Context: an optimization exercise on an open-source flow, tuned for small area, a short achievable clock period and few clock cycles. The choices shown serve that exercise and are no tape-out recipe.
Only simulation tests tie the RTL to the original design; equivalence was not proved.
Power is estimated from default activity; no workload was simulated.

==> flow/design.v <==
`timescale 1ns / 1ps
module ddr_rw
(
   input               c3_clk0,
   input               c3_rst0,                
   input               pic_store_done,         
   output reg          lbp_finish,             
   output reg          c3_p0_cmd_en,
   output reg [2:0]    c3_p0_cmd_instr,
   output reg [5:0]    c3_p0_cmd_bl,
   output reg [29:0]   c3_p0_cmd_byte_addr,
   input               c3_p0_cmd_full,
   output reg          c3_p0_wr_en,
   output reg [15:0]   c3_p0_wr_mask,
   output reg [127:0]  c3_p0_wr_data,
   input               c3_p0_wr_full,
   output reg          c3_p0_rd_en,
   input  [127:0]      c3_p0_rd_data,
   input               c3_p0_rd_empty
);
function [12:0] hp;
   input [15:0] p;
   hp = {p[15:12], p[10:6], p[4:1]};
endfunction
function [15:0] add2;
   input [12:0] x;
   input [12:0] y;
   add2 = {{1'b0, x[12:9]} + {1'b0, y[12:9]},
           {1'b0, x[8:4]}  + {1'b0, y[8:4]},
           {1'b0, x[3:0]}  + {1'b0, y[3:0]}};
endfunction
function [15:0] add4;
   input [12:0] a;
   input [12:0] b;
   input [12:0] c;
   input [12:0] d;
   add4 = {{2'b0, a[12:10]} + {2'b0, b[12:10]} + {2'b0, c[12:10]} + {2'b0, d[12:10]},
           {2'b0, a[8:5]}   + {2'b0, b[8:5]}   + {2'b0, c[8:5]}   + {2'b0, d[8:5]},
           {2'b0, a[3:1]}   + {2'b0, b[3:1]}   + {2'b0, c[3:1]}   + {2'b0, d[3:1]}};
endfunction
localparam PH_O0 = 3'd0,    
           PH_LD = 3'd1,    
           PH_O1 = 3'd2,    
           PH_X1 = 3'd3,    
           PH_EW = 3'd4,    
           PH_E0 = 3'd5,    
           PH_E1 = 3'd6;    
reg        run;
reg [2:0]  ph;
reg [3:0]  dj;
reg [6:0]  dr;
reg        ddone;
reg [1:0]  pc;
reg [4:0]  rj;         
reg [6:0]  rr;
reg        rdone;
reg [6:0]  ocnt;       
reg [3:0]  wj;
reg [8:0]  wrow;       
reg        clast;      
reg [63:0] pa;         
reg [63:0] tw;         
reg [51:0] pb;         
reg [12:0] p8;         
wire [15:0] hd [0:7];
genvar g;
generate for (g = 0; g < 8; g = g + 1) begin : hdsplit
   assign hd[g] = c3_p0_rd_data[127-16*g -: 16];
end endgenerate
reg         hsel;      
reg         esel;      
reg  [64:0] xw;
reg  [64:0] yq;
wire [12:0] xh [0:4];
wire [12:0] yh [0:4];
wire [15:0] xf [0:3];
generate for (g = 0; g < 5; g = g + 1) begin : win
   assign xh[g] = xw[64-13*g -: 13];
   assign yh[g] = yq[64-13*g -: 13];
end endgenerate
generate for (g = 0; g < 4; g = g + 1) begin : pass
   assign xf[g] = hsel ? tw[63-16*g -: 16] : pa[63-16*g -: 16];
end endgenerate
wire [127:0] word;
generate for (g = 0; g < 4; g = g + 1) begin : slot
   wire [15:0] a = add2(xh[g], esel ? xh[g+1] : yh[g]);
   wire [15:0] c = add4(xh[g], xh[g+1], yh[g], yh[g+1]);
   assign word[127-32*g -: 32] = esel ? {xf[g], a} : {a, c};
end endgenerate
wire [64:0] xn = (ph == PH_O1 || ph == PH_E0) ? {pb, p8}
                : {hp(pa[63:48]), hp(pa[47:32]), hp(pa[31:16]), hp(pa[15:0]), hp(tw[63:48])};
wire [64:0] yn = (ph == PH_O1) ? {hp(tw[63:48]), hp(tw[47:32]), hp(tw[31:16]), hp(tw[15:0]), hp(hd[0])}
                : {hp(hd[0]), hp(hd[1]), hp(hd[2]), hp(hd[3]), hp(hd[4])};
wire hv  = !c3_p0_rd_empty && !c3_p0_rd_en;         
wire cr  = !pc[1] && !c3_p0_wr_full;                
wire act = run && !ddone;
reg [2:0] ph_n;
always @* begin
   ph_n = ph;
   if (act)
      case (ph)
         PH_O0: if (hv && (dr == 7'd0 || cr)) ph_n = PH_LD;
         PH_LD: ph_n = PH_O1;
         PH_O1: if (hv) ph_n = PH_X1;
         PH_X1: ph_n = (dr == 7'd127) ? PH_O0 : (cr ? PH_E0 : PH_EW);
         PH_EW: if (cr) ph_n = PH_E0;
         PH_E0: ph_n = PH_E1;
         default: ph_n = (hv && cr) ? PH_LD : PH_O0;
      endcase
end
wire grp_done = act && ((ph == PH_X1 && dr != 7'd0) || ph == PH_E1);
wire can    = run && !lbp_finish && !c3_p0_cmd_en;
wire want_w = (pc != 2'd0);
wire want_r = !rdone && (ocnt <= 7'd62);
wire sel_r  = can && want_r && (!want_w || ocnt < 7'd32);
wire sel_w  = can && want_w && !sel_r;
wire pushed_r = c3_p0_cmd_en && c3_p0_cmd_instr[0];
wire pushed_w = c3_p0_cmd_en && !c3_p0_cmd_instr[0];
always @(posedge c3_clk0) begin
   if (c3_rst0) begin
      run <= 1'b0;
      lbp_finish <= 1'b0;
      ph <= PH_O0;
      hsel <= 1'b0;
      esel <= 1'b0;
      dj <= 4'd0;
      dr <= 7'd0;
      ddone <= 1'b0;
      pc <= 2'd0;
      rj <= 5'd1;
      rr <= 7'd0;
      rdone <= 1'b0;
      ocnt <= 7'd0;
      wj <= 4'd0;
      wrow <= 9'd130;
      c3_p0_cmd_en <= 1'b0;
      c3_p0_wr_en <= 1'b0;
      c3_p0_rd_en <= 1'b0;
   end else begin
      run <= pic_store_done;
      if (pushed_w && clast)
         lbp_finish <= 1'b1;
      c3_p0_cmd_en <= (sel_r || sel_w) && !c3_p0_cmd_full;
      if (pushed_r) begin
         rr <= rr + 7'd1;
         if (rr == 7'd127) begin
            rj <= rj + 5'd1;
            if (rj == 5'd16)
               rdone <= 1'b1;
         end
      end
      if (pushed_w) begin
         if (wrow == 9'd383) begin
            wrow <= 9'd130;
            wj <= wj + 4'd1;
         end else
            wrow <= wrow + 9'd1;
      end
      ocnt <= ocnt - {6'd0, c3_p0_rd_en} + (pushed_r ? {5'd0, c3_p0_cmd_bl[0] ? 2'd2 : 2'd1} : 7'd0);
      pc <= pc + {1'b0, grp_done} - {1'b0, pushed_w};
      hsel <= (ph_n == PH_X1) || (ph_n == PH_E1);
      esel <= (ph_n == PH_E0) || (ph_n == PH_E1);
      c3_p0_wr_en <= 1'b0;
      c3_p0_rd_en <= 1'b0;
      if (act) begin
         ph <= ph_n;
         case (ph)
            PH_O0: c3_p0_rd_en <= (ph_n == PH_LD) && (dj != 4'd15);
            PH_LD: c3_p0_wr_en <= (dr != 7'd0);
            PH_O1: c3_p0_rd_en <= (ph_n == PH_X1);
            PH_X1: begin
               c3_p0_wr_en <= (dr != 7'd0);
               if (dr == 7'd127) begin
                  dr <= 7'd0;
                  dj <= dj + 4'd1;
                  if (dj == 4'd15)
                     ddone <= 1'b1;
               end
            end
            PH_EW: ;
            PH_E0: c3_p0_wr_en <= 1'b1;
            default: begin
               c3_p0_wr_en <= 1'b1;
               c3_p0_rd_en <= (ph_n == PH_LD) && (dj != 4'd15);
               dr <= dr + 7'd1;
            end
         endcase
      end
   end
end
always @(posedge c3_clk0) begin
   c3_p0_cmd_instr <= sel_r ? 3'b001 : 3'b010;
   c3_p0_cmd_bl <= {5'd0, !(sel_r && rj[4])};
   if (sel_r)
      c3_p0_cmd_byte_addr <= {10'd0, 2'd0, rr, 2'd0, rj, 4'd0};
   else
      c3_p0_cmd_byte_addr <= {10'd0, wrow, 1'b0, wj[3], !wj[3], wj[2:0], 1'b1, 4'd0};
   clast <= (wj == 4'd15) && (wrow == 9'd383);
   c3_p0_wr_mask <= 16'd0;
   c3_p0_wr_data <= word;
   xw <= xn;
   yq <= yn;
   if (ph == PH_LD) begin
      pa <= c3_p0_rd_data[127:64];
      tw <= c3_p0_rd_data[63:0];
   end
   if (ph == PH_X1) begin
      p8 <= hp(hd[0]);
      pb <= {hp(tw[63:48]), hp(tw[47:32]), hp(tw[31:16]), hp(tw[15:0])};
   end
end
endmodule
==> flow/flow/run.sh <==
#!/bin/bash
# Layout flow: the standard ORFS layout (standard.sh, unchanged synthesis),
# with two changes to how the layout is made:
#  - the input and output port buffers inserted before global placement are
#    sky130_fd_sc_hd__buf_1 cells instead of the resizer's default choice
#    (every port still gets its own buffer; later repair may resize them);
#  - clock tree synthesis clusters up to 16 sinks per leaf buffer and
#    inserts no dummy loads.
set -euo pipefail
export BUFFER_PORTS_ARGS="-buffer_cell sky130_fd_sc_hd__buf_1"
export CTS_ARGS="-sink_clustering_enable -repair_clock_nets -sink_clustering_size 16 -sink_clustering_max_diameter 50 -buf_list {sky130_fd_sc_hd__clkbuf_8} -dont_use_dummy_load"
bash standard.sh SETUP_SLACK_MARGIN=5.4 finish > standard_flow.log 2>&1
==> flow/standard.sh <==
#!/bin/bash
# synth_recipe.tcl (not shown) runs the flow's synth.tcl, then flattens the netlist and writes it again
# the make line also repeats each setting of config.mk as NAME=value (left out here)
make -C /OpenROAD-flow-scripts/flow DESIGN_CONFIG=/design/flow/config.mk WORK_HOME=/design/flow/orfs CLKGATE_MAP_FILE= SYNTH_SCRIPT=/design/flow/synth_recipe.tcl "${@:-finish}"
==> flow/config.mk <==
export PLATFORM = sky130hd
export DESIGN_NAME = ddr_rw
export DESIGN_NICKNAME = ddr_rw
export VERILOG_FILES = /design/flow/design.v
export SDC_FILE = /design/flow/constraint.sdc
export NUM_CORES = 4
export LEC_CHECK = 0
export ABC_AREA = 1
export CAP_MARGIN = 20
export CORE_MARGIN = 2
export CORE_UTILIZATION = 60
export PLACE_DENSITY = 0.7
export SETUP_SLACK_MARGIN = 5
export SLEW_MARGIN = 20
==> flow/constraint.sdc <==
create_clock -name core_clock -period 8.0 [get_ports {c3_clk0}]
set_input_delay 1.6000 -clock core_clock [delete_from_list [all_inputs] [get_ports {c3_clk0}]]
set_output_delay 1.6000 -clock core_clock [all_outputs]
set_load 0.01 [all_outputs]
==> results.toml, run 1 <==
[yosys]
yosysUniqueCellTypes = 45
netlist_area_um2 = 23100
synth_edf_count = 193
ys.flop_type = "dfxtp_1"
ys_warn_count = 1
ys_top_cells_by_area = "dfxtp_1, edfxtp_1, fa_1"
async_reset_ff_share_pct = 0
synthCells = 2303
ys_seq_area_share_pct = 53.77
synth_area_per_cell_um2 = 10.03
synth_top_area_cell = "dfxtp_1"
synth_seq_cells = 524
synth_top_area_share_pct = 28.68

[layout]
seq_area_um2 = 12610
fillCellCount = 2922
area_growth_pct = 14.66
final_cells = 3092
nets = 2934
drive_gt1_share_pct = 17.49
mostFrequentLayoutCells = "nand2_1, o21ai_0, inv_1"
multi_input_area_um2 = 9306
final_common_cell = "nand2_1"

[timing]
max-slew-margin-rel_pct = 45.72
fin_tns_setup_ns = 0
rsz0062_at_grt = "yes"
finalCritPeriodShare_pct = 34.20
tightestPinTransition_ns = 0.8142
clock.fmax_mhz = 365.5
slew_viol_final = 0
finalSetupViolCount = 0
skew_ns = 0.05825
final_hold_viol_count = 0
period_needed_ns = 2.736

[worst_setup_path]
cp.required_ns = 6.40
worstPathMaxFanout = 1
endpoint_kind = "output pin"
critical-path-top-delay-family = "flip-flops"
critPathKind = "reg -> out"
path_cells = "buf_6"
cp_data_arrival_time_ns = 1.14
slowest_delay_ns = 0.37
rrSetupSlack_ns = 5.46
crit_slowest_cell = "dfxtp_4"
crit_path_start_kind = "register"
critPathBufInv = 1

[clock_network]
cts_sinks = 524
cts_hold_buffers = 0
insertion_delay_ns = 0.66
cts_root_buffer = "clkbuf_8"
cts_max_level = 2
clk_pin_slew_ns = 0.09
cts_buffer_depth = 3
cts_buffers = 46
cts_tree = "yes"

[worst_hold_path]
min_path_type = "reg -> reg"

[routing]
wire_per_inst_um = 19.77
ant_nets = 0
drt_iter0_drc = 1166
route.detailed.drc = 0
routed_via_density = 5.373
dr.pass1.iters = 5
wl_um = 61110
vias = 16610

[placed_design]
routabilityCongestion = 0.9047
dp_hpwl_um = 42310
placedCellCount = 3022
port_buffers = 283

[outcome]
outcome = "timing/DRC/antenna clean"

[floorplanning]
die_w_um = 200.2
core_um2 = 37760
die-area_um2 = 40090
std_cell_rows = 71
start_util_pct = 61.19
die_h_um = 200.2
io_pins = 321

[job]
cap_violations = 0

[power]
p_sw_uw = 1688
p_leak_uw = 0.01130
sw_frac_of_total_pct = 28.77
p_int_uw = 4180
vdd_drop_max_uv = 169.2
p_clk_share_pct = 23.0
power_density_nw_per_um2 = 221.5
seq_power_share_pct = 54.9
combPwrFrac_pct = 22.1

[global_routing]
overflow = 0
grt_usage_pct = 29.77
grt_pass1_vias = 16650
grt_pass1_wl_um = 92120
antenna_found_initial = 7
grt_max_degree = 129
-- through the flow --
stage	util (%)	total power (uW)	hold WS [ns]	setup WS (ns)	cell area (um2)
finish	70.16	5869	0.4280	5.264	26490
global route	70.15	6147	0.4281	5.239	26490
CTS	68.71	5802	0.4321	5.229	25940
detailed placement	64.70	4278	0.4257	4.756	24430
global placement	64.70	4248	0.4225	4.851	24430
floorplan	-	3866	0.3937	4.081	23260
-- registers in the layout, indices dropped and copies added (netlist names), 7 cells and up --
name and flops:
pb 52, wrow 9, yq 62, c3_p0_wr_data 128, p8 13, ocnt 7, dr 7, xw 65
c3_p0_cmd_byte_addr 15, pa 64, tw 64, rr 7
-- worst register-to-register path: stages, from the launching register on --
cell     delay, ns
dfxtp_2       0.38
inv_2         0.07
fa_1          0.49
fa_1          0.51
inv_2         0.06
ha_1          0.28
a21o_1        0.16
a21oi_2       0.11
inv_1         0.07
o21ai_1       0.14
a21oi_2       0.06
a21oi_2       0.14
-- path summary, 6_finish.rpt --
kind / from / end / depth (start not counted)
hold / removal: pb[15]$_DFFE_PP_ / xw[28]$_DFF_P_ / 2
hold reg to reg: pb[15]$_DFFE_PP_ / xw[28]$_DFF_P_ / 2
setup / recovery: c3_p0_wr_data[42]$_DFF_P_ / c3_p0_wr_data[42] / 1
setup reg to reg: xw[20]$_DFF_P_ / c3_p0_wr_data[9]$_DFF_P_ / 11
-- area by class of cell --
cell class,instances,area share (%)
inverter,260,3.864
sequential,524,47.60
timing repair inverter,2,0.06140
timing repair buffer,313,8.516
multi-input combinational,1433,35.13
clock buffer,46,2.390
antenna,3,0.02834
tap,511,2.414
-- per-layer routing --
layer / vias up / part of all wire [%] / track usage, %
met3: 109 / 6.9 / 6.069
met5: - / 0.093 / 0
met2: 542 / 48 / 49.76
met1: 7977 / 41 / 38.49
li1: 7976 / - / -
met4: 8 / 3.3 / 11.01
-- synthesized netlist by cell type, types with 3 or more instances --
cell type and n:
ha_1 127, a211oi_1 4, o21ai_0 310, a31oi_1 4, a21o_1 4, dfxtp_1 331
nor3b_1 4, nand2_1 494, nand3_1 30, or2_2 7, edfxtp_1 193, buf_1 11
mux2_2 10, xnor2_1 17, o22ai_1 12, xor2_1 21, nor2_1 86, clkbuf_1 51
mux2_4 10, inv_1 255, nand2_2 4, buf_2 20, buf_4 38, inv_2 3
nand4_1 6, fa_1 93, a21oi_1 121, nor3_1 14
-- logic make-up (layout without fill, tap and decap cells) --
family                   count (synthesis)  after routing  share of synthesized area, %
buffers and inverters                  382            621                         7.008
adder cells (fa/ha/maj)                220            220                         14.94
multiplexers                            20             20                         1.137
other                                    1             40                       0.01623
AND/OR/NAND/NOR                        655            655                         11.38
flip-flops                             524            524                         53.77
XOR/XNOR                                38             38                         1.441
AO/OA/AOI/OAI                          463            463                         10.32
-- power by group through the flow --
stage	registers (uW)	clock network [uW]	logic, uW
2_1_floorplan	3270	0	599
3_3_place_gp	3220	0	1020
3_5_place_dp	3230	0	1050
4_1_cts	3210	1370	1220
5_1_grt	3240	1460	1440
6_report	3220	1350	1300
-- repair_timing --
item | 4_1_cts | 5_1_grt
gates cloned | 0 | 4
buffers inserted | 9 | 8
pin swaps | 6 | 20
resized for setup | 345 | 132
endpoints found under the setup margin | 272 | 207
Testbench counts, summed over its fixed seeds: cycles 79,446.
==> run 2, diff against run 1 <==
--- a/flow/flow/run.sh
+++ b/flow/flow/run.sh
@@ -9,4 +9,4 @@
 set -euo pipefail
 export BUFFER_PORTS_ARGS="-buffer_cell sky130_fd_sc_hd__buf_1"
 export CTS_ARGS="-sink_clustering_enable -repair_clock_nets -sink_clustering_size 16 -sink_clustering_max_diameter 50 -buf_list {sky130_fd_sc_hd__clkbuf_8} -dont_use_dummy_load"
-bash standard.sh SETUP_SLACK_MARGIN=5.4 finish > standard_flow.log 2>&1
+bash standard.sh SETUP_SLACK_MARGIN=5.25 finish > standard_flow.log 2>&1
==> results.toml, run 2 <==
[outcome]
outcome = "timing/DRC/antenna clean"

[placed_design]
routabilityCongestion = 0.9249
dp_hpwl_um = 42440
port_buffers = 283
dp_slack_ns = 4.933

[yosys]
ys_warn_count = 1
netlist_top_cells_count = "nand2_1, dfxtp_1, o21ai_0, inv_1, edfxtp_1"
synthCells = 2303
ys.flop_type = "dfxtp_1"
ys_seq_area_share_pct = 53.77
ys_top_cells_by_area = "dfxtp_1, edfxtp_1, fa_1"
synth_seq_cells = 524
netlist_area_um2 = 23100
async_reset_ff_share_pct = 0
synth_top_area_cell = "dfxtp_1"
synth_edf_count = 193
synth_area_per_cell_um2 = 10.03
yosysUniqueCellTypes = 45
synthMostInstantiatedCell = "nand2_1"
synth_top_area_share_pct = 28.68

[routing]
ant_nets = 0
drt_iter0_drc = 1077
wl_um = 60070
wire_per_inst_um = 19.50
routed_via_density = 5.379
vias = 16570
route.detailed.drc = 0
dr.pass1.iters = 5

[global_routing]
grt_usage_pct = 29.73
overflow = 0
grt_pass1_vias = 16500
grt_pass1_wl_um = 91660
antenna_found_initial = 7
top_usage_layer = "met2"
grt_util_met2_pct = 49.09
met1_usage_pct = 38.16
grt_max_degree = 93
use_met3_pct = 7.371

[power]
vdd_drop_max_uv = 150.7
sw_frac_of_total_pct = 28.78
seq_power_share_pct = 56.6
p_int_uw = 4013
p_leak_uw = 0.01101
combPwrFrac_pct = 20.1
power_density_nw_per_um2 = 220.3
p_sw_uw = 1622
p_clk_share_pct = 23.3

[layout]
reg.largest.list = "c3_p0_wr_data x128, xw x65"
largest_register = "c3_p0_wr_data"
largest_register_ffs = 128
nets = 2924
final_common_cell = "nand2_1"
mostFrequentLayoutCells = "nand2_1, o21ai_0, dfxtp_1"
drive_gt1_share_pct = 11.41
area_growth_pct = 10.71

[floorplanning]
core_um2 = 37760
start_util_pct = 61.19
die_h_um = 200.2
io_pins = 321
std_cell_rows = 71
die-area_um2 = 40090
die_w_um = 200.2

[timing]
clock.fmax_mhz = 366.9
skew_ns = 0.04744
tightestPinTransition_ns = 1.036
max-slew-margin-rel_pct = 30.92
worst_slack_ns = 5.274
slew_viol_final = 0
period_needed_ns = 2.726
finalSetupViolCount = 0
rsz0062_at_grt = "yes"
final_hold_viol_count = 0
whs_ns = 0.4401
finalCritPeriodShare_pct = 34.07
fin_tns_setup_ns = 0

[clock_network]
cts_buffer_depth = 3
insertion_delay_ns = 0.65
cts_buffers = 45
cts_sinks = 524
clk_pin_slew_ns = 0.10
cts_root_buffer = "clkbuf_8"
cts_max_level = 2
cts_tree = "yes"

[worst_setup_path]
critical-path-top-delay-family = "flip-flops"
cp_data_arrival_time_ns = 1.13
path_cells = "buf_6"
cp.required_ns = 6.40
critPathBufInv = 1
timing.rr.start = "xw[33]$_DFF_P_"
worstPathMaxFanout = 1
slowest_delay_ns = 0.37
crit_path_start_kind = "register"
critPathKind = "reg -> out"
crit_slowest_cell = "dfxtp_4"
crit_path_start = "c3_p0_wr_data[113]$_DFF_P_"
endpoint_kind = "output pin"

[worst_hold_path]
min_path_type = "reg -> reg"
hold_path.startpoint = "pb[8]$_DFFE_PP_"

[job]
cap_violations = 0
==> run 2: tightest hold or removal path: stages, from the launching register on <==
cell      delay (ns)
edfxtp_1        0.33
nand2_1         0.04
o21ai_0         0.05
==> run 2: cell type report <==
cell class	instances	area (um2)
diodes	1	2.502
fillers	3022	12180
flip-flops and latches	524	12510
multi-input cells	1433	9216
clock buffers	45	619.3
inverters	260	991.0
repair buffers	306	1603
well taps	511	639.4
==> run 2: worst paths after layout <==
kind / end / slack [ns] / cells after the start
worst min-delay path: xw[21]$_DFF_P_ / 0.44 / 2
worst min register to register: xw[21]$_DFF_P_ / 0.44 / 2
worst max-delay path: c3_p0_wr_data[113] / 5.27 / 1
worst max register to register: c3_p0_wr_data[73]$_DFF_P_ / 5.35 / 11
==> run 2: routing by layer <==
metal / routed length, um / share of wire [%] / vias up
met5: 71 / 0.12 / -
met4: 2210 / 3.7 / 12
met3: 5013 / 8.3 / 121
met2: 28080 / 47 / 633
met1: 24690 / 41 / 7847
li1: - / - / 7953
==> run 2: repair_timing <==
action	4_1_cts	5_1_grt
hold buffers	0	0
gates resized for setup	136	82
endpoints found under the setup margin	185	96
buffers inserted	5	4
cloned	1	1
pin swaps	0	4
==> run 2: through the flow <==
step | util (%) | instances | instance area (um2) | total power (uW)
after floorplan | - | 2339 | 23250 | 3866
after global placement | 64.71 | 3023 | 24430 | 4246
after detailed placement | 64.71 | 3023 | 24430 | 4279
after CTS | 67.26 | 3074 | 25390 | 5632
after global routing | 67.74 | 3079 | 25580 | 5929
final | 67.75 | 3080 | 25580 | 5635
==> run 2: power groups by stage <==
stage / sequential [uW] / clock, uW / combinational (uW)
after floorplan: 3270 / 0 / 599
after global placement: 3230 / 0 / 1020
after detailed placement: 3230 / 0 / 1050
after CTS: 3180 / 1340 / 1110
after global routing: 3210 / 1440 / 1280
final: 3190 / 1310 / 1130
==> run 2: logic make-up (layout without fill, tap and decap cells) <==
logic type	Yosys count	in the layout	synth area share, %
AO/OA/AOI/OAI	463	463	10.32
XOR/XNOR	38	38	1.441
adder cells (fa/ha/maj)	220	220	14.94
buffers and inverters	382	611	7.008
flip-flops	524	524	53.77
multiplexers	20	20	1.137
other	1	38	0.01623
AND/OR/NAND/NOR	655	655	11.38
==> run 3, diff against run 2 <==
--- a/flow/flow/run.sh
+++ b/flow/flow/run.sh
@@ -8,5 +8,5 @@
 #    inserts no dummy loads.
 set -euo pipefail
 export BUFFER_PORTS_ARGS="-buffer_cell sky130_fd_sc_hd__buf_1"
-export CTS_ARGS="-sink_clustering_enable -repair_clock_nets -sink_clustering_size 16 -sink_clustering_max_diameter 50 -buf_list {sky130_fd_sc_hd__clkbuf_8} -dont_use_dummy_load"
+export CTS_ARGS="-sink_clustering_enable -repair_clock_nets -sink_clustering_size 16 -sink_clustering_max_diameter 50 -root_buf sky130_fd_sc_hd__clkbuf_16 -buf_list {sky130_fd_sc_hd__clkbuf_8} -dont_use_dummy_load"
 bash standard.sh SETUP_SLACK_MARGIN=5.25 finish > standard_flow.log 2>&1
==> results.toml, run 3 <==
[worst_setup_path]
critPathKind = "reg -> out"
slowest_delay_ns = 0.40
critical-path-top-delay-family = "flip-flops"
cp.required_ns = 6.40
regToRegEndpoint = "c3_p0_wr_data[73]$_DFF_P_"
cp.depth = 1
rrSetupSlack_ns = 5.36
critPathBufInv = 1
timing.rr.start = "xw[33]$_DFF_P_"
ff2ff_path_depth = 11
crit_path_start_kind = "register"
path_cells = "buf_2"
cp_data_arrival_time_ns = 1.12
worstPathMaxFanout = 1
crit_slowest_cell = "dfxtp_1"
endpoint_kind = "output pin"

[worst_hold_path]
whs_endpoint = "xw[21]$_DFF_P_"
hold_path.startpoint = "pb[8]$_DFFE_PP_"
hold_depth = 2
min_path_type = "reg -> reg"

[layout]
largest_register = "c3_p0_wr_data"
final_common_cell = "nand2_1"
drive_gt1_share_pct = 5.577
area_growth_pct = 9.374
largest_register_ffs = 128
mostFrequentLayoutCells = "nand2_1, dfxtp_1, o21ai_0"
nets = 2920
reg.largest.list = "c3_p0_wr_data x128, xw x65"
fillCellCount = 3059
final_cells = 3076

[routing]
top_layer = "met5"
route.detailed.drc = 0
drt_iter0_drc = 1150
met3_length_um = 4993
routed_via_density = 5.367
wl_met2_um = 28030
vias = 16510
wire_per_inst_um = 19.43
dr.pass1.iters = 5
wirelength_met1_um = 24290
ant_nets = 0
wl_um = 59780

[placed_design]
port_buffers = 283
dp_hpwl_um = 42440
placedCellCount = 3023
routabilityCongestion = 0.9249

[clock_network]
cts_buffers = 45
cts_max_level = 2
cts_buffer_depth = 3
cts_hold_buffers = 0
cts_sinks = 524
cts_root_buffer = "clkbuf_16"
insertion_delay_ns = 0.55
clk_pin_slew_ns = 0.10
cts_tree = "yes"

[global_routing]
grt_max_degree = 93
overflow = 0
antenna_found_initial = 7
grt_pass1_vias = 16450
grt_usage_pct = 29.58
grt_pass1_wl_um = 91110

[timing]
whs_ns = 0.4388
slew_viol_final = 0
period_needed_ns = 2.718
tightestPinTransition_ns = 1.049
clock.fmax_mhz = 367.9
rsz0062_at_grt = "yes"
skew_ns = 0.04346
finalSetupViolCount = 0
final_hold_viol_count = 0
fin_tns_setup_ns = 0
finalCritPeriodShare_pct = 33.97
max-slew-margin-rel_pct = 30.08

[yosys]
ys_seq_area_share_pct = 53.77
netlist_area_um2 = 23100
ys.flop_type = "dfxtp_1"
synthCells = 2303
synth_top_area_cell = "dfxtp_1"
synthMostInstantiatedCell = "nand2_1"
yosysUniqueCellTypes = 45
synth_area_per_cell_um2 = 10.03
netlist_top_cells_count = "nand2_1, dfxtp_1, o21ai_0, inv_1, edfxtp_1"
synth_edf_count = 193
synth_seq_cells = 524
ys_warn_count = 1
ys_top_cells_by_area = "dfxtp_1, edfxtp_1, fa_1"
async_reset_ff_share_pct = 0
synth_top_area_share_pct = 28.68

[outcome]
outcome = "timing/DRC/antenna clean"

[floorplanning]
die-area_um2 = 40090
die_h_um = 200.2
start_util_pct = 61.19
io_pins = 321
core_um2 = 37760
die_w_um = 200.2
std_cell_rows = 71

[power]
p_leak_uw = 0.01066
vdd_drop_max_uv = 149.8
power_density_nw_per_um2 = 221.9

[job]
cap_violations = 0
[run 3: cell counts after synthesis]
No cell type changed its count.
[run 3: area by class of cell]
type	count	area (um2)	area share, %
Sequential cell	524	12440	49.25
Multi-Input combinational cell	1433	9216	36.47
Timing Repair Buffer	302	1300	5.145
Inverter	260	991.0	3.922
Clock buffer	45	675.6	2.674
Tap cell	511	639.4	2.530
Antenna cell	1	2.502	0.009903
[run 3: logic make-up after synthesis]
logic type               Yosys count  share of synthesized area (%)
AND/OR/NAND/NOR                  655                          11.38
XOR/XNOR                          38                          1.441
adder cells (fa/ha/maj)          220                          14.94
AO/OA/AOI/OAI                    463                          10.32
other                              1                        0.01623
flip-flops                       524                          53.77
multiplexers                      20                          1.137
buffers and inverters            382                          7.008
[run 3: how the worst max path moves through the flow]
stage                               start                         to  slack (ns)
2_1_floorplan          ph[0]$_SDFFE_PP0P_            pa[0]$_DFFE_PP_        4.08
3_3_place_gp                      c3_rst0       wrow[2]$_SDFFE_PP0P_        4.95
3_5_place_dp                      c3_rst0       wrow[2]$_SDFFE_PP0P_        4.93
4_1_cts        c3_p0_wr_data[113]$_DFF_P_         c3_p0_wr_data[113]        5.25
5_1_grt                    yq[19]$_DFF_P_  c3_p0_wr_data[42]$_DFF_P_        5.22
6_report       c3_p0_wr_data[113]$_DFF_P_         c3_p0_wr_data[113]        5.28
[run 3: where the power goes]
part | switching (uW) | internal (uW) | leakage, uW | total (uW)
Sequential | 150 | 3020 | 0.00452 | 3170
Combinational | 654 | 407 | 0.00579 | 1060
Clock | 814 | 563 | 0.000349 | 1380
Total | 1620 | 3990 | 0.0107 | 5610
[run 3: repair_timing]
item,in CTS,in global routing
gates resized for setup,11,32
gates cloned,1,1
buffers inserted,2,3
setup endpoints to repair,113,44
pin swaps,0,4
[run 3: layer usage]
layer | global-route usage [%] | vias up
met3 | 7.013 | 126
met2 | 48.49 | 629
met5 | 0 | -
li1 | - | 7942
met1 | 37.89 | 7801
met4 | 12.18 | 12
[run 3: metrics by stage]
step                worst slack [ns]  instance area [um2]  util (%)  power, uW
global route                   5.218                25270     66.92       5901
detailed placement             4.933                24430     64.71       4279
CTS                            5.251                25200     66.74       5639
floorplan                      4.081                23250         -       3866
finish                         5.282                25270     66.93       5608
global placement               4.947                24430     64.71       4246
==> run 4, diff against run 3 <==
--- a/flow/flow/run.sh
+++ b/flow/flow/run.sh
@@ -9,4 +9,4 @@
 set -euo pipefail
 export BUFFER_PORTS_ARGS="-buffer_cell sky130_fd_sc_hd__buf_1"
 export CTS_ARGS="-sink_clustering_enable -repair_clock_nets -sink_clustering_size 16 -sink_clustering_max_diameter 50 -root_buf sky130_fd_sc_hd__clkbuf_16 -buf_list {sky130_fd_sc_hd__clkbuf_8} -dont_use_dummy_load"
-bash standard.sh SETUP_SLACK_MARGIN=5.25 finish > standard_flow.log 2>&1
+bash standard.sh SETUP_SLACK_MARGIN=5.35 finish > standard_flow.log 2>&1
==> results.toml, run 4 <==
[timing]
skew_ns = 0.05709
finalSetupViolCount = 0
rsz0062_at_grt = "yes"
finalCritPeriodShare_pct = 33.07
slew_viol_final = 0
period_needed_ns = 2.646
fin_tns_setup_ns = 0
final_hold_viol_count = 0
max-slew-margin-rel_pct = 44.22
tightestPinTransition_ns = 0.8367
clock.fmax_mhz = 378.0

[routing]
vias = 16530
ant_nets = 0
route.detailed.drc = 0
wire_per_inst_um = 19.39
routed_via_density = 5.360
drt_iter0_drc = 1108
wl_um = 59780
dr.pass1.iters = 5

[layout]
reg.largest.list = "c3_p0_wr_data x128, xw x65"
mostFrequentLayoutCells = "nand2_1, o21ai_0, dfxtp_1"
area_growth_pct = 12.03
final_util_pct = 68.56
nets = 2926
drive_gt1_share_pct = 12.88
largest_register_ffs = 128
final_common_cell = "nand2_1"
largest_register = "c3_p0_wr_data"

[worst_hold_path]
min_path_type = "reg -> reg"
whs_endpoint = "xw[28]$_DFF_P_"
hold_depth = 2
hold_path.startpoint = "pb[15]$_DFFE_PP_"

[global_routing]
grt_pass1_wl_um = 91780
grt_usage_pct = 29.62
antenna_found_initial = 8
grt_max_degree = 129
overflow = 0
grt_pass1_vias = 16540

[yosys]
synth_top_family_by_area = "adder cells"
synthMuxAreaShare_pct = 1.137
async_reset_ff_share_pct = 0
synth_edf_count = 193
synth_compound_area_share_pct = 10.32
yosysUniqueCellTypes = 45
synth_top_area_share_pct = 28.68
netlist_area_um2 = 23100
synth_seq_cells = 524
synth_area_per_cell_um2 = 10.03
synth_top_area_cell = "dfxtp_1"
synth-adder-area-share_pct = 14.94
ys_top_cells_by_area = "dfxtp_1, edfxtp_1, fa_1"
synthXorXnorAreaFrac_pct = 1.441
netlist_top_cells_count = "nand2_1, dfxtp_1, o21ai_0, inv_1, edfxtp_1"
ys.flop_type = "dfxtp_1"
ys_seq_area_share_pct = 53.77
synthMostInstantiatedCell = "nand2_1"
synth-simple-area-share_pct = 11.38
synthCells = 2303
ys_warn_count = 1

[worst_setup_path]
regToRegEndpoint = "c3_p0_wr_data[105]$_DFF_P_"
slowest_delay_ns = 0.37
crit_slowest_cell = "dfxtp_2"
cp_data_arrival_time_ns = 1.05
critPathBufInv = 1
worstPathMaxFanout = 1
rrSetupSlack_ns = 5.37
path_cells = "buf_6"
crit_path_start_kind = "register"
timing.rr.start = "xw[46]$_DFF_P_"
endpoint_kind = "output pin"
ff2ff_path_depth = 11
critical-path-top-delay-family = "flip-flops"
cp.required_ns = 6.40
critPathKind = "reg -> out"

[clock_network]
cts_buffer_depth = 3
cts_buffers = 46
cts_tree = "yes"
cts_root_buffer = "clkbuf_16"
cts_max_level = 2
clk_pin_slew_ns = 0.09
cts_sinks = 524
insertion_delay_ns = 0.57

[power]
power_density_nw_per_um2 = 223.1
vdd_drop_max_uv = 151.2
p_leak_uw = 0.01106

[floorplanning]
die_w_um = 200.2
std_cell_rows = 71
die_h_um = 200.2
die-area_um2 = 40090
io_pins = 321
core_um2 = 37760
start_util_pct = 61.19

[placed_design]
routabilityCongestion = 0.9047
port_buffers = 283
dp_hpwl_um = 42310

[job]
cap_violations = 0

[outcome]
outcome = "timing/DRC/antenna clean"
run 4: layer usage:
metal / vias to the layer above / track usage [%] / part of all wire, % / wire length (um)
li1: 7955 / - / - / -
met1: 7927 / 38.54 / 42 / 24830
met2: 517 / 49.21 / 48 / 28600
met3: 121 / 6.492 / 7.1 / 4261
met4: 10 / 10.23 / 3.4 / 2032
met5: - / 0 / 0.11 / 65
run 4: worst max path at each step:
stage                               start                    endpoint  cells past startpoint
3_3_place_gp              esel$_SDFF_PP0_   c3_p0_wr_data[68]$_DFF_P_                     11
2_1_floorplan          ph[0]$_SDFFE_PP0P_             pa[0]$_DFFE_PP_                      2
4_1_cts        c3_p0_wr_data[114]$_DFF_P_          c3_p0_wr_data[114]                      1
3_5_place_dp              esel$_SDFF_PP0_   c3_p0_wr_data[89]$_DFF_P_                     10
5_1_grt                    xw[46]$_DFF_P_  c3_p0_wr_data[105]$_DFF_P_                     11
6_report        c3_p0_wr_data[42]$_DFF_P_           c3_p0_wr_data[42]                      1
run 4: area by class of cell:
type	instances	area [um2]
sequential	524	12540
fill	3024	11870
multi-input combinational	1433	9244
timing repair buffer	306	1739
inverter	260	1020
clock buffer	46	689.4
tap	511	639.4
antenna	3	7.507
timing repair inverter	1	5.005
run 4: power breakdown:
group	switching, uW	internal, uW	leakage, uW	total, uW
clock	836	574	0.000356	1410
sequential	156	3040	0.00452	3190
combinational	664	506	0.00618	1170
run 4: stage by stage:
stage	instance area, um2	setup WS (ns)	std cells	total power (uW)	hold WS (ns)
after floorplan	23260	4.081	2339	3866	0.3937
after global placement	24430	4.851	3022	4248	0.4225
after detailed placement	24430	4.756	3022	4278	0.4257
after CTS	25530	5.328	3073	5751	0.4319
after global routing	25880	5.265	3082	6060	0.4285
final	25880	5.354	3084	5774	0.4284
run 4: timing repair:
action                                  in CTS  in global routing
setup buffers                                5                  6
cloned                                       0                  2
hold buffers                                 0                  0
gates resized for setup                    183                110
endpoints found under the setup margin     209                124
pin swaps                                    1                  7
run 4: kinds of logic (layout without fill, tap and decap cells):
family,count (synthesis),after routing
other,1,40
DFF,524,524
AOI/OAI and AO/OA,463,463
adders and majority gates,220,220
and+or+nand+nor,655,655
muxes,20,20
buffers and inverters,382,613
xor gates and xnor gates,38,38
==> run 5, diff against run 4 <==
--- a/flow/flow/run.sh
+++ b/flow/flow/run.sh
@@ -9,4 +9,4 @@
 set -euo pipefail
 export BUFFER_PORTS_ARGS="-buffer_cell sky130_fd_sc_hd__buf_1"
 export CTS_ARGS="-sink_clustering_enable -repair_clock_nets -sink_clustering_size 16 -sink_clustering_max_diameter 50 -root_buf sky130_fd_sc_hd__clkbuf_16 -buf_list {sky130_fd_sc_hd__clkbuf_8} -dont_use_dummy_load"
-bash standard.sh SETUP_SLACK_MARGIN=5.35 finish > standard_flow.log 2>&1
+bash standard.sh SETUP_SLACK_MARGIN=5.25 RECOVER_POWER=100 finish > standard_flow.log 2>&1
==> results.toml, run 5 <==
[power]
p_clk_share_pct = 24.6
power_density_nw_per_um2 = 222.9
p_leak_uw = 0.01058
p_sw_uw = 1619
seq_power_share_pct = 56.6
total_power_uw = 5606
vdd_drop_max_uv = 150.3
combPwrFrac_pct = 18.8
sw_frac_of_total_pct = 28.89
p_int_uw = 3986

[global_routing]
overflow = 0
antenna_found_initial = 7
grt_pass1_vias = 16450
grt_max_degree = 93
grt_pass1_wl_um = 91110
grt_usage_pct = 29.58

[worst_setup_path]
ff2ff_path_depth = 10
worstPathMaxFanout = 46
regToRegEndpoint = "c3_p0_wr_data[30]$_DFF_P_"
crit_slowest_cell = "clkinvlp_2"
cp.required_ns = 8.33
cpMostUsedCell = "o21ai_0"
timing.rr.start = "esel$_SDFF_PP0_"
crit_path_start_kind = "register"
path_cells = "clkinvlp_2 > buf_16 > or2_2 > o21ai_0 > inv_1 > ha_1 > a21oi_1 > o21ai_0 > xnor2_1 > o22ai_1"
crit_path_start = "esel$_SDFF_PP0_"
cp_data_arrival_time_ns = 5.24
critPathKind = "reg -> reg"
rrSetupSlack_ns = 3.09
slowest_delay_ns = 1.64
endpoint_kind = "register"

[timing]
finalSetupViolCount = 0
finalCritPeriodShare_pct = 61.33
period_needed_ns = 4.906
skew_ns = 0.04369
clock.fmax_mhz = 203.8
max-slew-margin-rel_pct = -138.7
fin_tns_setup_ns = 0
final_hold_viol_count = 0
tightestPinTransition_ns = 3.581
slew_viol_final = 252
rsz0062_at_grt = "yes"

[floorplanning]
std_cell_rows = 71
die-area_um2 = 40090
io_pins = 321
core_um2 = 37760
die_w_um = 200.2
die_h_um = 200.2
start_util_pct = 61.19

[clock_network]
cts_max_level = 2
insertion_delay_ns = 0.55
clk_pin_slew_ns = 0.10
cts_hold_buffers = 0
cts_tree = "yes"
cts_sinks = 524
cts_root_buffer = "clkbuf_16"
cts_buffers = 45
cts_buffer_depth = 3

[placed_design]
placed_area_um2 = 24430
dp_hpwl_um = 42440
routabilityCongestion = 0.9249
port_buffers = 283

[routing]
vias = 16540
top_layer = "met5"
met3_length_um = 4986
dr.pass1.iters = 5
wl_um = 60000
wirelength_met1_um = 24550
drt_iter0_drc = 1201
ant_nets = 0
wire_per_inst_um = 19.51
routed_via_density = 5.378
wl_met2_um = 27990
route.detailed.drc = 0

[yosys]
yosysUniqueCellTypes = 45
ys_seq_area_share_pct = 53.77
async_reset_ff_share_pct = 0
synthCells = 2303
synthMostInstantiatedCell = "nand2_1"
netlist_area_um2 = 23100
synth_area_per_cell_um2 = 10.03
ys_top_cells_by_area = "dfxtp_1, edfxtp_1, fa_1"
synth_top_area_cell = "dfxtp_1"
synth_top_area_share_pct = 28.68
synth_edf_count = 193
netlist_top_cells_count = "nand2_1, dfxtp_1, o21ai_0, inv_1, edfxtp_1"
ys_warn_count = 1
synth_seq_cells = 524
ys.flop_type = "dfxtp_1"

[layout]
mostFrequentLayoutCells = "nand2_1, dfxtp_1, o21ai_0"
area_growth_pct = 8.860
largest_register_ffs = 128
final_common_cell = "nand2_1"
nets = 2920
stdcell_area_um2 = 25150
fillCellCount = 3090
largest_register = "c3_p0_wr_data"
drive_gt1_share_pct = 4.095
reg.largest.list = "c3_p0_wr_data x128, xw x65"

[job]
cap_violations = 5

[outcome]
so.violations = "capacitance limit, slew limit"
outcome = "finished with violations"

[worst_hold_path]
min_path_type = "reg -> reg"
whs_endpoint = "xw[21]$_DFF_P_"
hold_path.startpoint = "pb[8]$_DFFE_PP_"
hold_depth = 2
## run 5: changes by cell type in the layout (fill, tap and decap cells not counted), moves of 18 or more
cell / previous run / this run
buf_2: 53 / 0
dfxtp_2: 64 / 6
buf_6: 38 / 2
dfxtp_1: 257 / 323
buf_1: 170 / 274
clkbuf_2: 19 / 1
## run 5: metal layers
| layer | track usage [%] | vias to the layer above |
|---|---|---|
| li1 | - | 7944 |
| met1 | 37.89 | 7857 |
| met2 | 48.49 | 601 |
| met3 | 7.013 | 130 |
| met4 | 12.18 | 12 |
| met5 | 0 | - |
## run 5: cells by family (layout without fill, tap and decap cells)
logic type      count (synthesis)  count (layout)  synth area share [%]
mux                            20              20                 1.137
compound gates                463             463                 10.32
buf+inv                       382             607                 7.008
fa+ha+maj                     220             220                 14.94
simple gates                  655             655                 11.38
flops                         524             524                 53.77
xor+xnor                       38              38                 1.441
other cells                     1              38               0.01623
## run 5: timing repair
item | in CTS | in global routing
gates cloned | 1 | 1
endpoints found under the hold margin | 0 | 0
buffers inserted | 2 | 3
pin swaps | 0 | 4
endpoints found under the setup margin | 113 | 44
resized for setup | 11 | 32
## run 5: worst max-delay path, delay by kind of cell (launching register included)
kind	cells	cell delay (ns)
fa+ha+maj	1	0.29
simple gates	1	0.31
compound gates	4	0.55
flops	1	0.77
xor+xnor	1	0.27
buf+inv	3	2.45
## run 5: power by group through the flow
stage          Clock, uW  Combinational (uW)  Sequential, uW
2_1_floorplan          0                 599            3270
3_3_place_gp           0                1020            3230
3_5_place_dp           0                1050            3230
4_1_cts             1410                1060            3170
5_1_grt             1500                1200            3190
6_report            1380                1050            3170
## run 5: worst max path at each step
stage | end | slack [ns]
3_5_place_dp | wrow[2]$_SDFFE_PP0P_ | 4.93
6_report | c3_p0_wr_data[30]$_DFF_P_ | 3.09
5_1_grt | c3_p0_wr_data[30]$_DFF_P_ | 2.89
4_1_cts | c3_p0_wr_data[113] | 5.25
2_1_floorplan | pa[0]$_DFFE_PP_ | 4.08
3_3_place_gp | wrow[2]$_SDFFE_PP0P_ | 4.95
## run 5: through the flow
step                      setup WS, ns  utilization, %  hold WS, ns  instances
after CTS                        5.251           66.74       0.4430       3071
after detailed placement         4.933           64.71       0.4240       3023
after global routing             2.891           66.61       0.4573       3075
after floorplan                  4.081               -       0.3937       2339
final                            3.094           66.61       0.4370       3076
after global placement           4.947           64.71       0.4214       3023
## run 5: layout make-up
cell class | count | area, um2 | share of cell area, %
multi-input combinational | 1433 | 9141 | 36.35
tap | 511 | 639.4 | 2.542
timing repair buffer | 302 | 1269 | 5.045
antenna | 1 | 2.502 | 0.009950
sequential | 524 | 12440 | 49.45
clock buffer | 45 | 675.6 | 2.686
inverter | 260 | 985.9 | 3.920
==> run 6, diff against run 5 <==
--- a/flow/flow/run.sh
+++ b/flow/flow/run.sh
@@ -9,4 +9,4 @@
 set -euo pipefail
 export BUFFER_PORTS_ARGS="-buffer_cell sky130_fd_sc_hd__buf_1"
 export CTS_ARGS="-sink_clustering_enable -repair_clock_nets -sink_clustering_size 16 -sink_clustering_max_diameter 50 -root_buf sky130_fd_sc_hd__clkbuf_16 -buf_list {sky130_fd_sc_hd__clkbuf_8} -dont_use_dummy_load"
-bash standard.sh SETUP_SLACK_MARGIN=5.25 RECOVER_POWER=100 finish > standard_flow.log 2>&1
+bash standard.sh SETUP_SLACK_MARGIN=5.25 finish > standard_flow.log 2>&1
--- a/flow/config.mk
+++ b/flow/config.mk
@@ -8,7 +8,7 @@
 export ABC_AREA = 1
 export CAP_MARGIN = 20
 export CORE_MARGIN = 2
-export CORE_UTILIZATION = 60
-export PLACE_DENSITY = 0.7
+export CORE_UTILIZATION = 70
+export PLACE_DENSITY = 0.8
 export SETUP_SLACK_MARGIN = 5
 export SLEW_MARGIN = 20
==> results.toml, run 6 <==
[global_routing]
antenna_found_initial = 6
grt_max_degree = 94
grt_pass1_vias = 16810
grt_pass1_wl_um = 90580
overflow = 0
grt_usage_pct = 34.91

[floorplanning]
die_h_um = 185.7
die_w_um = 185.7
start_util_pct = 71.01
io_pins = 321
std_cell_rows = 66
core_um2 = 32540
die-area_um2 = 34470

[layout]
reg.largest.list = "c3_p0_wr_data x128, xw x65"
drive_gt1_share_pct = 5.345
fillCellCount = 2283
final_util_pct = 77.43
largest_register = "c3_p0_wr_data"
nets = 2919
largest_register_ffs = 128
final_common_cell = "nand2_1"
area_growth_pct = 9.039
mostFrequentLayoutCells = "nand2_1, dfxtp_1, o21ai_0"

[yosys]
synth-adder-area-share_pct = 14.94
yosysUniqueCellTypes = 45
synthMostInstantiatedCell = "nand2_1"
ys_top_cells_by_area = "dfxtp_1, edfxtp_1, fa_1"
synth_compound_area_share_pct = 10.32
synthCells = 2303
synthMuxAreaShare_pct = 1.137
netlist_area_um2 = 23100
synth_top_family_by_area = "adder cells"
ys_seq_area_share_pct = 53.77
synth_top_area_cell = "dfxtp_1"
async_reset_ff_share_pct = 0
synth_seq_cells = 524
ys.flop_type = "dfxtp_1"
synth_top_area_share_pct = 28.68
synthXorXnorAreaFrac_pct = 1.441
synth_area_per_cell_um2 = 10.03
netlist_top_cells_count = "nand2_1, dfxtp_1, o21ai_0, inv_1, edfxtp_1"
synth-simple-area-share_pct = 11.38
synth_edf_count = 193
ys_warn_count = 1

[worst_setup_path]
endpoint_kind = "output pin"
cp_data_arrival_time_ns = 1.13
path_cells = "buf_1"
crit_slowest_cell = "dfxtp_1"
ff2ff_path_depth = 7
cp.depth = 1
cp.required_ns = 6.40
critical-path-top-delay-family = "flip-flops"
critPathBufInv = 1
slowest_delay_ns = 0.43
worstPathMaxFanout = 1
crit_path_start_kind = "register"
critPathKind = "reg -> out"

[timing]
clock.fmax_mhz = 366.2
slew_viol_final = 0
final_hold_viol_count = 0
skew_ns = 0.04637
period_needed_ns = 2.731
finalCritPeriodShare_pct = 34.13
rsz0062_at_grt = "yes"
fin_tns_setup_ns = 0
whs_ns = 0.4423
tightestPinTransition_ns = 1.099
worst_slack_ns = 5.269
finalSetupViolCount = 0
max-slew-margin-rel_pct = 26.71

[routing]
route.detailed.drc = 0
wire_per_inst_um = 19.95
drt_iter0_drc = 1468
ant_nets = 0
vias = 17060
dr.pass1.iters = 5
wl_um = 60050
routed_via_density = 5.666

[clock_network]
cts_max_level = 2
cts_root_buffer = "clkbuf_16"
cts_buffer_depth = 3
cts_tree = "yes"
clk_pin_slew_ns = 0.10
cts_hold_buffers = 0
insertion_delay_ns = 0.54
cts_sinks = 524
cts_buffers = 45

[placed_design]
port_buffers = 283
dp_hpwl_um = 41340
dp_slack_ns = 4.795
routabilityCongestion = 0.9358

[power]
p_leak_uw = 0.01064
vdd_drop_max_uv = 153.5
power_density_nw_per_um2 = 223.9

[job]
cap_violations = 0

[worst_hold_path]
hold_depth = 2
min_path_type = "reg -> reg"

[outcome]
outcome = "timing/DRC/antenna clean"
==> run 6: path summary, 6_finish.rpt <==
path | start | end | slack, ns
worst min register to register | pb[17]$_DFFE_PP_ | xw[30]$_DFF_P_ | 0.44
worst max-delay path | c3_p0_wr_data[126]$_DFF_P_ | c3_p0_wr_data[126] | 5.27
worst max register to register | xw[50]$_DFF_P_ | c3_p0_wr_data[110]$_DFF_P_ | 5.33
worst min-delay path | pb[17]$_DFFE_PP_ | xw[30]$_DFF_P_ | 0.44
==> run 6: cells by family (layout without fill, tap and decap cells) <==
kind of cell | count (synthesis) | after routing
AND/OR/NAND/NOR | 655 | 655
flip-flops | 524 | 524
AO/OA/AOI/OAI | 463 | 463
buffers and inverters | 382 | 606
adder cells (fa/ha/maj) | 220 | 220
XOR/XNOR | 38 | 38
multiplexers | 20 | 20
other | 1 | 42
==> run 6: layout make-up <==
class                           count  area [um2]  area share (%)
Timing Repair Buffer              301        1296           5.146
Sequential cell                   524       12440           49.39
Multi-Input combinational cell   1433        9226           36.62
Clock buffer                       45       675.6           2.682
Tap cell                          442       553.0           2.195
Inverter                          260       985.9           3.914
Antenna cell                        5       12.51         0.04967
==> run 6: power by group <==
group	internal, uW	switching, uW
logic	406	667
clock network	563	821
registers	3020	162
total	3990	1650
==> run 6: per-stage QoR <==
step / area [um2] / power, uW / std cells
finish: 25190 / 5640 / 3010
global route: 25180 / 5922 / 3006
CTS: 25090 / 5634 / 3000
detailed placement: 24330 / 4285 / 2952
global placement: 24330 / 4248 / 2952
floorplan: 23250 / 3866 / 2339
==> run 6: layer usage <==
metal	global-route usage [%]	vias up	part of all wire [%]
met5	0	-	0.050
met4	13.48	4	3.8
met3	8.218	162	11
met2	55.93	885	45
met1	46.45	8057	40
li1	-	7947	-
==> run 6: timing repair <==
| item | CTS | global route |
|---|---|---|
| resized for setup | 9 | 25 |
| buffers inserted | 2 | 4 |
| gates cloned | 1 | 1 |
| setup endpoints to repair | 137 | 117 |
| pin swaps | 0 | 4 |
==> run 7, diff against run 6 <==
--- a/flow/flow/run.sh
+++ b/flow/flow/run.sh
@@ -8,5 +8,5 @@
 #    inserts no dummy loads.
 set -euo pipefail
 export BUFFER_PORTS_ARGS="-buffer_cell sky130_fd_sc_hd__buf_1"
-export CTS_ARGS="-sink_clustering_enable -repair_clock_nets -sink_clustering_size 16 -sink_clustering_max_diameter 50 -root_buf sky130_fd_sc_hd__clkbuf_16 -buf_list {sky130_fd_sc_hd__clkbuf_8} -dont_use_dummy_load"
+export CTS_ARGS="-sink_clustering_enable -repair_clock_nets -sink_clustering_size 20 -sink_clustering_max_diameter 60 -root_buf sky130_fd_sc_hd__clkbuf_16 -buf_list {sky130_fd_sc_hd__clkbuf_8 sky130_fd_sc_hd__clkbuf_16} -dont_use_dummy_load"
 bash standard.sh SETUP_SLACK_MARGIN=5.25 finish > standard_flow.log 2>&1
--- a/flow/config.mk
+++ b/flow/config.mk
@@ -8,7 +8,7 @@
 export ABC_AREA = 1
 export CAP_MARGIN = 20
 export CORE_MARGIN = 2
-export CORE_UTILIZATION = 70
-export PLACE_DENSITY = 0.8
+export CORE_UTILIZATION = 60
+export PLACE_DENSITY = 0.7
 export SETUP_SLACK_MARGIN = 5
 export SLEW_MARGIN = 20
==> results.toml, run 7 <==
[floorplanning]
die_w_um = 200.2
die-area_um2 = 40090
io_pins = 321
std_cell_rows = 71
start_util_pct = 61.19
die_h_um = 200.2
core_um2 = 37760

[timing]
rsz0062_at_grt = "yes"
period_needed_ns = 2.719
max-slew-margin-rel_pct = 30.70
slew_viol_final = 0
tightestPinTransition_ns = 1.039
skew_ns = 0.03591
clock.fmax_mhz = 367.8
finalCritPeriodShare_pct = 33.98
worst_slack_ns = 5.281
final_hold_viol_count = 0
finalSetupViolCount = 0
fin_tns_setup_ns = 0

[routing]
routed_via_density = 5.392
dr.pass1.iters = 7
route.detailed.drc = 0
wl_um = 60120
vias = 16540
ant_nets = 0
wire_per_inst_um = 19.60
drt_iter0_drc = 1328

[yosys]
synth_top_area_cell = "dfxtp_1"
synthMuxAreaShare_pct = 1.137
synth_seq_cells = 524
synth_top_area_share_pct = 28.68
ys_top_cells_by_area = "dfxtp_1, edfxtp_1, fa_1"
synth_compound_area_share_pct = 10.32
synth-simple-area-share_pct = 11.38
synth_edf_count = 193
netlist_top_cells_count = "nand2_1, dfxtp_1, o21ai_0, inv_1, edfxtp_1"
ys.flop_type = "dfxtp_1"
yosysUniqueCellTypes = 45
synthCells = 2303
synthXorXnorAreaFrac_pct = 1.441
netlist_area_um2 = 23100
synth_top_family_by_area = "adder cells"
ys_warn_count = 1
async_reset_ff_share_pct = 0
synth-adder-area-share_pct = 14.94
synth_area_per_cell_um2 = 10.03
synthMostInstantiatedCell = "nand2_1"
ys_seq_area_share_pct = 53.77

[worst_setup_path]
crit_slowest_cell = "dfxtp_1"
critical-path-top-delay-family = "flip-flops"
slowest_delay_ns = 0.39
endpoint_kind = "output pin"
crit_path_start_kind = "register"
cp.required_ns = 6.40
rrSetupSlack_ns = 5.32
critPathKind = "reg -> out"
path_cells = "buf_1"
cp_data_arrival_time_ns = 1.12
worstPathMaxFanout = 1
critPathBufInv = 1

[layout]
seq_area_um2 = 12450
multi_input_area_um2 = 9221
stdcell_area_um2 = 25540
largest_register_ffs = 128
area_growth_pct = 10.57
final_common_cell = "nand2_1"
mostFrequentLayoutCells = "nand2_1, dfxtp_1, o21ai_0"
largest_register = "c3_p0_wr_data"
fillCellCount = 3012
reg.largest.list = "c3_p0_wr_data x128, xw x65"
nets = 2912
drive_gt1_share_pct = 5.321

[global_routing]
grt_pass1_vias = 16380
overflow = 0
antenna_found_initial = 7
grt_usage_pct = 29.66
grt_max_degree = 93
grt_pass1_wl_um = 91210

[placed_design]
placed_area_um2 = 24430
routabilityCongestion = 0.9249
port_buffers = 283
dp_slack_ns = 4.933
dp_hpwl_um = 42440

[clock_network]
cts_root_buffer = "clkbuf_16"
cts_max_level = 2
cts_buffers = 37
cts_tree = "yes"
clk_pin_slew_ns = 0.06
cts_sinks = 524
cts_hold_buffers = 0
cts_buffer_depth = 3
insertion_delay_ns = 0.57

[power]
power_density_nw_per_um2 = 231.4
p_leak_uw = 0.01077
vdd_drop_max_uv = 151.0

[worst_hold_path]
min_path_type = "reg -> reg"

[outcome]
outcome = "timing/DRC/antenna clean"

[job]
cap_violations = 0
run 7: cell counts after synthesis:
No cell type changed its count.
run 7: stage by stage:
step / std cells / util, % / hold slack [ns] / power [uW]
5_1_grt: 3067 / 67.65 / 0.4475 / 6201
3_3_place_gp: 3023 / 64.71 / 0.4214 / 4246
6_report: 3068 / 67.66 / 0.4377 / 5910
4_1_cts: 3063 / 67.42 / 0.4387 / 5941
2_1_floorplan: 2339 / - / 0.3937 / 3866
3_5_place_dp: 3023 / 64.71 / 0.4240 / 4279
run 7: timing repair:
| item | in CTS | in global routing |
|---|---|---|
| pin swaps | 0 | 2 |
| gates resized for setup | 15 | 29 |
| buffers inserted | 2 | 3 |
| gates cloned | 1 | 1 |
| endpoints found under the setup margin | 115 | 37 |
run 7: logic make-up (layout without fill, tap and decap cells):
group	Yosys count	in the layout
compound gates	463	463
xor+xnor	38	38
fa+ha+maj	220	220
buf+inv	382	599
flops	524	524
mux	20	20
other cells	1	38
simple gates	655	655
run 7: path summary, 6_finish.rpt:
check / startpoint / endpoint / cells past startpoint
min reg2reg: rj[4]$_SDFFE_PP0P_ / c3_p0_cmd_bl[0]$_DFF_P_ / 1
min: rj[4]$_SDFFE_PP0P_ / c3_p0_cmd_bl[0]$_DFF_P_ / 1
max reg2reg: xw[33]$_DFF_P_ / c3_p0_wr_data[73]$_DFF_P_ / 11
max: c3_p0_wr_data[125]$_DFF_P_ / c3_p0_wr_data[125] / 1
run 7: final cells by class:
type                    instances  area share (%)
repair buffers                302           5.158
flip-flops and latches        524           48.73
inverters                     260           3.879
multi-input cells            1433           36.10
clock buffers                  37           3.625
well taps                     511           2.503
diodes                          1        0.009796
run 7: metal layers:
| metal | GRT usage [%] | share of wire, % |
|---|---|---|
| met4 | 13.27 | 4.3 |
| met3 | 6.834 | 7.8 |
| met2 | 47.88 | 47 |
| met5 | 0 | 0.12 |
| met1 | 38.37 | 41 |
run 7: where the power goes:
group	leakage, uW	internal (uW)	switching [uW]
Clock	0.000456	820	854
Sequential	0.00452	3020	151
Combinational	0.00579	408	657
Total	0.0108	4250	1660
==> run 8, diff against run 7 <==
==> flow/flow/run.sh (replaced) <==
#!/bin/bash
# Layout flow: the standard ORFS layout (standard.sh, with the standard
# synthesis unchanged), with these changes to how the layout is made:
#  - the input and output port buffers inserted before global placement are
#    sky130_fd_sc_hd__buf_1 cells instead of the resizer's default choice
#    (every port still gets its own buffer; later repair may resize them);
#  - clock tree synthesis clusters up to 16 sinks per leaf buffer
#    (clkbuf_8 leaves, clkbuf_16 root) and inserts no dummy loads;
#  - the resizer's setup repair aims for 5.25 ns of slack at the design's
#    8 ns clock (the clock and its constraints are unchanged).
# The ORFS logs are under orfs/logs; standard.sh's own output goes to
# standard_flow.log.
set -euo pipefail
export BUFFER_PORTS_ARGS="-buffer_cell sky130_fd_sc_hd__buf_1"
export CTS_ARGS="-sink_clustering_enable -repair_clock_nets -sink_clustering_size 30 -sink_clustering_max_diameter 80 -root_buf sky130_fd_sc_hd__clkbuf_16 -buf_list {sky130_fd_sc_hd__clkbuf_16} -dont_use_dummy_load"
bash standard.sh SETUP_SLACK_MARGIN=5.25 finish > standard_flow.log 2>&1
==> results.toml, run 8 <==
[clock_network]
cts_buffer_depth = 3
cts_buffers = 25
cts_sinks = 524
cts_tree = "yes"
cts_max_level = 1
insertion_delay_ns = 0.59
cts_root_buffer = "clkbuf_16"
clk_pin_slew_ns = 0.11

[floorplanning]
core_um2 = 37760
die_w_um = 200.2
die_h_um = 200.2
start_util_pct = 61.19
std_cell_rows = 71
die-area_um2 = 40090
io_pins = 321

[layout]
nets = 2903
final_common_cell = "nand2_1"
mostFrequentLayoutCells = "nand2_1, dfxtp_1, o21ai_0"
drive_gt1_share_pct = 6.007
stdcell_area_um2 = 25300
area_growth_pct = 9.488
largest_register_ffs = 128
largest_register = "c3_p0_wr_data"
reg.largest.list = "c3_p0_wr_data x128, xw x65"

[timing]
rsz0062_at_grt = "yes"
clock.fmax_mhz = 367.1
skew_ns = 0.06484
max-slew-margin-rel_pct = 31.52
fin_tns_setup_ns = 0
tightestPinTransition_ns = 1.027
finalSetupViolCount = 0
period_needed_ns = 2.724
slew_viol_final = 0
final_hold_viol_count = 0
finalCritPeriodShare_pct = 34.05

[yosys]
synth_edf_count = 193
yosysUniqueCellTypes = 45
synthMostInstantiatedCell = "nand2_1"
ys_warn_count = 1
netlist_top_cells_count = "nand2_1, dfxtp_1, o21ai_0, inv_1, edfxtp_1"
synth_seq_cells = 524
synth_area_per_cell_um2 = 10.03
ys.flop_type = "dfxtp_1"
synth_top_area_share_pct = 28.68
netlist_area_um2 = 23100
ys_top_cells_by_area = "dfxtp_1, edfxtp_1, fa_1"
synth_top_area_cell = "dfxtp_1"
async_reset_ff_share_pct = 0
ys_seq_area_share_pct = 53.77
synthCells = 2303

[worst_setup_path]
crit_path_start_kind = "register"
critical-path-top-delay-family = "flip-flops"
cp_data_arrival_time_ns = 1.12
endpoint_kind = "output pin"
crit_slowest_cell = "dfxtp_1"
critPathBufInv = 1
slowest_delay_ns = 0.40
worstPathMaxFanout = 1
cp.required_ns = 6.40
critPathKind = "reg -> out"
path_cells = "buf_2"

[global_routing]
grt_usage_pct = 29.38
grt_pass1_wl_um = 91100
antenna_found_initial = 7
grt_pass1_vias = 16320
top_usage_layer = "met2"
grt_max_degree = 93
grt_util_met2_pct = 48.07
use_met3_pct = 6.769
overflow = 0
met1_usage_pct = 38.28

[routing]
vias = 16480
wl_um = 59440
wire_per_inst_um = 19.43
dr.pass1.iters = 5
ant_nets = 0
drt_iter0_drc = 1155
route.detailed.drc = 0
routed_via_density = 5.388

[placed_design]
port_buffers = 283
placed_area_um2 = 24430
routabilityCongestion = 0.9249
dp_hpwl_um = 42440

[power]
p_leak_uw = 0.01068
power_density_nw_per_um2 = 221.2
vdd_drop_max_uv = 200.9

[outcome]
outcome = "timing/DRC/antenna clean"

[job]
cap_violations = 0

[worst_hold_path]
min_path_type = "reg -> reg"
## run 8: cell types whose count changed in the layout (fill, tap and decap cells not counted), moves of 4 or more
cell	change
buf_1	-19
clkbuf_2	+15
clkbuf_16	-13
dfxtp_1	-5
buf_2	+4
buf_4	+4
o21ai_0	-4
o21ai_1	+4
## run 8: kinds of logic after synthesis
logic type	after synthesis	synth area share (%)
other	1	0.01623
and+or+nand+nor	655	11.38
xor gates and xnor gates	38	1.441
AOI/OAI and AO/OA	463	10.32
muxes	20	1.137
buffers and inverters	382	7.008
adders and majority gates	220	14.94
DFF	524	53.77
## run 8: timing repair
action	CTS	global route
resized for setup	21	57
endpoints found under the hold margin	0	0
endpoints found under the setup margin	122	56
hold buffers	0	0
cloned	1	0
pin swaps	0	9
setup buffers	2	7
## run 8: per-stage QoR
step / total power, uW / instances / setup WS [ns] / util [%] / hold WS (ns)
4_1_cts: 5613 / 3051 / 5.185 / 66.64 / 0.4197
6_report: 5596 / 3059 / 5.276 / 67.00 / 0.4149
3_5_place_dp: 4279 / 3023 / 4.933 / 64.71 / 0.4240
2_1_floorplan: 3866 / 2339 / 4.081 / - / 0.3937
3_3_place_gp: 4246 / 3023 / 4.947 / 64.71 / 0.4214
5_1_grt: 5884 / 3058 / 5.203 / 66.99 / 0.4400
## run 8: metal layers
metal / share of wire [%] / vias to the layer above
li1: - / 7918
met1: 41 / 7813
met2: 47 / 620
met3: 8.3 / 119
met4: 4.2 / 12
met5: 0.12 / -
## run 8: final timing paths
check,slack [ns],start,cells past startpoint,end
worst max register to register,5.34,xw[33]$_DFF_P_,11,c3_p0_wr_data[73]$_DFF_P_
worst max-delay path,5.28,c3_p0_wr_data[113]$_DFF_P_,1,c3_p0_wr_data[113]
worst min-delay path,0.41,pb[36]$_DFFE_PP_,2,xw[49]$_DFF_P_
worst min register to register,0.41,pb[36]$_DFFE_PP_,2,xw[49]$_DFF_P_
## run 8: cell type report
class / instances / area [um2]
Multi-Input combinational cell: 1433 / 9235
Antenna cell: 1 / 2.502
Inverter: 260 / 997.2
Fill cell: 3071 / 12460
Tap cell: 511 / 639.4
Timing Repair Buffer: 305 / 1338
Sequential cell: 524 / 12460
Clock buffer: 25 / 625.6
## run 8: worst min-delay path, cell delays in order, from the launching register on
cell and delay (ns):
edfxtp_1 0.32, nand2_1 0.05, o21ai_0 0.06
## run 8: report_power, final
part           leakage (uW)  internal [uW]  switching (uW)
Clock              0.000308            558             793
Sequential          0.00452           3020             150
Combinational       0.00585            416             660
Total                0.0107           3990            1600

separate check: timing with driven ports:
The results above use ideal ports. As a check the final layouts listed here were re-extracted and re-timed, cells and wires unchanged. Step 1 assumes that a clkbuf_16 drives the clock port and a buf_2 every other input. Step 2 adds t to the input delays and takes it off the output delays; t is the mean of the earliest and latest rising clock arrival at the registers after step 1. Input paths then give back, and output paths get back, about the clock's delay inside the block. a / b / c = ideal / step 1 / step 2; a / b = the first two.
run | t, ns | setup slack, ns | worst register clock-pin slew, ns
run 1 | 0.677 | 5.264 / 5.211 / 4.909 | 0.11 / 0.11
run 2 | 0.674 | 5.274 / 5.222 / 4.968 | 0.10 / 0.10
run 3 | 0.587 | 5.282 / 5.227 / 4.963 | 0.10 / 0.10
run 4 | 0.597 | 5.354 / 5.295 / 4.946 | 0.10 / 0.10
run 5 | 0.588 | 3.094 / 3.094 / 3.094 | 0.10 / 0.10
run 6 | 0.575 | 5.269 / 5.213 / 4.901 | 0.10 / 0.10
run 7 | 0.612 | 5.281 / 5.226 / 4.959 | 0.08 / 0.08
run 8 | 0.614 | 5.276 / 5.223 / 5.003 | 0.11 / 0.11
For run 4, which loses most, drivers alone change the setup slack by -0.059 ns; drivers and shift together by -0.408 ns.
